What follows belongs to an exercise in optimizing a design on an open flow for small area; a production flow would make more cautious choices.
Only simulation tests tie the RTL to the original design; equivalence was not proved.
Power figures rest on the tool's default switching activity, not on a simulated workload.

==> flow/design.v <==
module puzzle_inv   (input a, output y);                  assign y = ~a;                         endmodule
module puzzle_nor2  (input a, b, output y);               assign y = ~(a | b);                   endmodule
module puzzle_nor4  (input a, b, c, d, output y);         assign y = ~(a | b | c | d);           endmodule
module puzzle_or4   (input a, b, c, d, output y);         assign y = a | b | c | d;              endmodule
module puzzle_nand2 (input a, b, output y);               assign y = ~(a & b);                   endmodule
module puzzle_nand3 (input a, b, c, output y);            assign y = ~(a & b & c);               endmodule
module puzzle_nand4 (input a, b, c, d, output y);         assign y = ~(a & b & c & d);           endmodule
module puzzle_and2  (input a, b, output y);               assign y = a & b;                      endmodule
module puzzle_o21a  (input a, b, c, output y);            assign y = (a | b) & c;                endmodule
module puzzle_a22oi (input a, b, c, d, output y);         assign y = ~(a & b | c & d);           endmodule
module puzzle_a222oi(input a, b, c, d, e, f, output y);   assign y = ~(a & b | c & d | e & f);   endmodule
module puzzle_a22o  (input a, b, c, d, output y);         assign y = a & b | c & d;              endmodule
module puzzle_a221o (input a, b, c, d, e, output y);      assign y = a & b | c & d | e;          endmodule
module puzzle_mval (input [15:0] src, input [15:0] bits, input rst,
                    output mval);
  wire [5:0] t;
  wire       na, nb;
  puzzle_a222oi u_t0 (src[0],  bits[0],  src[1],  bits[1],  src[2],  bits[2],  t[0]);
  puzzle_a222oi u_t1 (src[3],  bits[3],  src[4],  bits[4],  src[5],  bits[5],  t[1]);
  puzzle_a222oi u_t2 (src[6],  bits[6],  src[7],  bits[7],  src[8],  bits[8],  t[2]);
  puzzle_a222oi u_t3 (src[9],  bits[9],  src[10], bits[10], src[11], bits[11], t[3]);
  puzzle_a222oi u_t4 (src[12], bits[12], src[13], bits[13], src[14], bits[14], t[4]);
  puzzle_nand2  u_t5 (src[15], bits[15], t[5]);
  puzzle_nand3  u_na (t[0], t[1], t[2], na);
  puzzle_nand3  u_nb (t[3], t[4], t[5], nb);
  puzzle_o21a   u_m  (na, nb, rst, mval);
endmodule
module puzzle (clk, rst, direction, cells_flat, solved);
input           clk, rst;
input [1:0]     direction;
output [63:0]   cells_flat;  
output          solved;
reg  [63:0]     cells;
wire [63:0]     cells_d;
localparam [63:0] INIT = {4'd15, 4'd11, 4'd13, 4'd9,
                          4'd12, 4'd10, 4'd14, 4'd5,
                          4'd4,  4'd8,  4'd7,  4'd6,
                          4'd3,  4'd2,  4'd1,  4'd0};
wire [15:0] empty;            
wire [3:0]  erow, ecol;       
wire [3:0]  nsrow, nscol;     
wire [15:0] src;              
wire [15:0] keep;             
wire [3:0]  mval;             
wire        nrst;
wire mv_h, mv_v, nd0, mv_l, mv_r, mv_u, mv_d;
assign mv_v = direction[1];   
puzzle_inv  u_h  (direction[1], mv_h);  
puzzle_inv  u_d0 (direction[0], nd0);
puzzle_nor2 u_l  (direction[1], direction[0], mv_l);
puzzle_nor2 u_r  (direction[1], nd0, mv_r);
puzzle_nor2 u_u  (mv_h, direction[0], mv_u);
puzzle_nor2 u_dn (mv_h, nd0, mv_d);
puzzle_inv  u_nr (rst, nrst);
genvar i, b;
generate
  for (i = 0; i < 16; i = i + 1) begin : g_empty
    puzzle_nor4 u_z (cells[i*4], cells[i*4+1], cells[i*4+2], cells[i*4+3], empty[i]);
  end
  for (i = 0; i < 4; i = i + 1) begin : g_rc
    puzzle_or4 u_er (empty[i*4], empty[i*4+1], empty[i*4+2], empty[i*4+3], erow[i]);
    puzzle_or4 u_ec (empty[i], empty[4+i], empty[8+i], empty[12+i], ecol[i]);
  end
endgenerate
puzzle_a22oi  u_sr0 (mv_h, erow[0], mv_u, erow[1], nsrow[0]);
puzzle_a222oi u_sr1 (mv_h, erow[1], mv_u, erow[2], mv_d, erow[0], nsrow[1]);
puzzle_a222oi u_sr2 (mv_h, erow[2], mv_u, erow[3], mv_d, erow[1], nsrow[2]);
puzzle_a22oi  u_sr3 (mv_h, erow[3], mv_d, erow[2], nsrow[3]);
puzzle_a22oi  u_sc0 (mv_v, ecol[0], mv_l, ecol[1], nscol[0]);
puzzle_a222oi u_sc1 (mv_v, ecol[1], mv_l, ecol[2], mv_r, ecol[0], nscol[1]);
puzzle_a222oi u_sc2 (mv_v, ecol[2], mv_l, ecol[3], mv_r, ecol[1], nscol[2]);
puzzle_a22oi  u_sc3 (mv_v, ecol[3], mv_r, ecol[2], nscol[3]);
generate
  for (b = 0; b < 4; b = b + 1) begin : g_mval
    wire [15:0] bits;
    for (i = 0; i < 16; i = i + 1) begin : g_bits
      assign bits[i] = cells[i*4+b];
    end
    puzzle_mval u_mval (.src(src), .bits(bits), .rst(rst), .mval(mval[b]));
  end
  for (i = 0; i < 16; i = i + 1) begin : g_cell
    puzzle_nor2 u_src  (nsrow[i/4], nscol[i%4], src[i]);
    puzzle_nor2 u_keep (src[i], nrst, keep[i]);
    for (b = 0; b < 4; b = b + 1) begin : g_bit
      if (INIT[i*4+b]) begin : g_one
        puzzle_a221o u_d (empty[i], mval[b], keep[i], cells[i*4+b], nrst, cells_d[i*4+b]);
      end else begin : g_zero
        puzzle_a22o  u_d (empty[i], mval[b], keep[i], cells[i*4+b], cells_d[i*4+b]);
      end
    end
  end
endgenerate
always @(posedge clk)
  cells <= cells_d;
assign cells_flat = cells;
wire [7:0] ns;
wire [1:0] s;
puzzle_nand4 u_s0 (cells[0*4+0],  cells[1*4+1],  cells[2*4+1],  cells[2*4+0],  ns[0]);
puzzle_nand4 u_s1 (cells[3*4+2],  cells[4*4+2],  cells[4*4+0],  cells[5*4+2],  ns[1]);
puzzle_nand4 u_s2 (cells[5*4+1],  cells[6*4+2],  cells[6*4+1],  cells[6*4+0],  ns[2]);
puzzle_nand4 u_s3 (cells[7*4+3],  cells[8*4+3],  cells[8*4+0],  cells[9*4+3],  ns[3]);
puzzle_nand4 u_s4 (cells[9*4+1],  cells[10*4+3], cells[10*4+1], cells[10*4+0], ns[4]);
puzzle_nand4 u_s5 (cells[11*4+3], cells[11*4+2], cells[12*4+3], cells[12*4+2], ns[5]);
puzzle_nand4 u_s6 (cells[12*4+0], cells[13*4+3], cells[13*4+2], cells[13*4+1], ns[6]);
puzzle_nand4 u_s7 (cells[14*4+3], cells[14*4+2], cells[14*4+1], cells[14*4+0], ns[7]);
puzzle_nor4  u_s8 (ns[0], ns[1], ns[2], ns[3], s[0]);
puzzle_nor4  u_s9 (ns[4], ns[5], ns[6], ns[7], s[1]);
puzzle_and2  u_sd (s[0], s[1], solved);
endmodule
Settings: LEC_CHECK=0, CAP_MARGIN=0, CORE_MARGIN=2, CORE_UTILIZATION=70, GPL_TIMING_DRIVEN=0, PLACE_DENSITY=0.8, SLEW_MARGIN=0, SYNTH_HIERARCHICAL=1, SYNTH_MINIMUM_KEEP_SIZE=0; clock period 5.0 ns.
standard.sh (not shown) runs the stock make flow with config.mk's settings and CLKGATE_MAP_FILE= SYNTH_SCRIPT=/design/flow/synth_recipe.tcl, a recipe that flattens the netlist after the stock synthesis.
==> flow/flow/run.sh <==
#!/bin/bash
# Standard layout, with these changes: after the standard synthesis every
# combinational cell gets the smallest drive strength of its kind (the
# placer's repair upsizes any that need it), the port buffers are buf_1, and
# clock tree synthesis adds no dummy loads.
set -euo pipefail
R=orfs/results/$FLOW_PLATFORM/puzzle/base
LIB=$FLOW_HOME/platforms/$FLOW_PLATFORM/lib/sky130_fd_sc_hd__tt_025C_1v80.lib
bash standard.sh "$PWD/$R/1_2_yosys.v" > synth.log 2>&1
python3 flow/downsize.py "$LIB" "$R/1_2_yosys.v" > downsize.log 2>&1
export BUFFER_PORTS_ARGS="-buffer_cell sky130_fd_sc_hd__buf_1"
export CTS_ARGS="-sink_clustering_enable -repair_clock_nets -dont_use_dummy_load -buf_list sky130_fd_sc_hd__clkbuf_4"
bash standard.sh > layout.log 2>&1
Other scripts of this flow, unchanged in this note and not shown: flow/flow/downsize.py
Change:
--- a/flow/design.v
+++ b/flow/design.v
@@ -39,28 +39,28 @@
 wire [15:0] empty;            
 wire [3:0]  erow, ecol;       
 wire [3:0]  nsrow, nscol;     
 wire [15:0] src;              
 wire [15:0] keep;             
 wire [3:0]  mval;             
-wire        nrst;
+wire [3:0]  nrst;             
 wire mv_h, mv_v, nd0, mv_l, mv_r, mv_u, mv_d;
 assign mv_v = direction[1];   
 puzzle_inv  u_h  (direction[1], mv_h);  
 puzzle_inv  u_d0 (direction[0], nd0);
 puzzle_nor2 u_l  (direction[1], direction[0], mv_l);
 puzzle_nor2 u_r  (direction[1], nd0, mv_r);
 puzzle_nor2 u_u  (mv_h, direction[0], mv_u);
 puzzle_nor2 u_dn (mv_h, nd0, mv_d);
-puzzle_inv  u_nr (rst, nrst);
 genvar i, b;
 generate
   for (i = 0; i < 16; i = i + 1) begin : g_empty
     puzzle_nor4 u_z (cells[i*4], cells[i*4+1], cells[i*4+2], cells[i*4+3], empty[i]);
   end
   for (i = 0; i < 4; i = i + 1) begin : g_rc
+    puzzle_inv u_nr (rst, nrst[i]);
     puzzle_or4 u_er (empty[i*4], empty[i*4+1], empty[i*4+2], empty[i*4+3], erow[i]);
     puzzle_or4 u_ec (empty[i], empty[4+i], empty[8+i], empty[12+i], ecol[i]);
   end
 endgenerate
 puzzle_a22oi  u_sr0 (mv_h, erow[0], mv_u, erow[1], nsrow[0]);
 puzzle_a222oi u_sr1 (mv_h, erow[1], mv_u, erow[2], mv_d, erow[0], nsrow[1]);
@@ -77,16 +77,16 @@
       assign bits[i] = cells[i*4+b];
     end
     puzzle_mval u_mval (.src(src), .bits(bits), .rst(rst), .mval(mval[b]));
   end
   for (i = 0; i < 16; i = i + 1) begin : g_cell
     puzzle_nor2 u_src  (nsrow[i/4], nscol[i%4], src[i]);
-    puzzle_nor2 u_keep (src[i], nrst, keep[i]);
+    puzzle_nor2 u_keep (src[i], nrst[i/4], keep[i]);
     for (b = 0; b < 4; b = b + 1) begin : g_bit
       if (INIT[i*4+b]) begin : g_one
-        puzzle_a221o u_d (empty[i], mval[b], keep[i], cells[i*4+b], nrst, cells_d[i*4+b]);
+        puzzle_a221o u_d (empty[i], mval[b], keep[i], cells[i*4+b], nrst[i/4], cells_d[i*4+b]);
       end else begin : g_zero
         puzzle_a22o  u_d (empty[i], mval[b], keep[i], cells[i*4+b], cells_d[i*4+b]);
       end
     end
   end
 endgenerate
After rerunning: Worst setup slack improves by 180 ps; utilization went down by 0.45 points; non-clock buffer count fell by 1; power stays flat; sequential power is about the same.

==> separate check: timing with driven ports <==
No port has a modelled driver above. Below, the same layouts with a new extraction and two added sets of constraints. Step 1 sets driving cells, clkbuf_16 on the clock port and buf_2 on the other inputs (assumed; they add their load-dependent delay and slew). Step 2 also shifts input and output timing later by t, the mid clock arrival at the registers, as if the neighbouring blocks saw the same clock. Three values: ideal, step 1, step 2; two values: the first two.
run | t, ns | slack for setup (ns) | hold slack, ns | cell pins on the clock port's net
the first run | 0.383 | 1.050 / 1.050 / 0.908 | 0.537 / 0.537 / 0.537 | 1
the second run | 0.426 | 1.229 / 1.229 / 1.101 | 0.546 / 0.546 / 0.546 | 1
After both steps setup and hold are still met in every run listed. The setup slack of the first run, which loses most, moves by 0.000 ns with the drivers and by -0.142 ns with both steps.
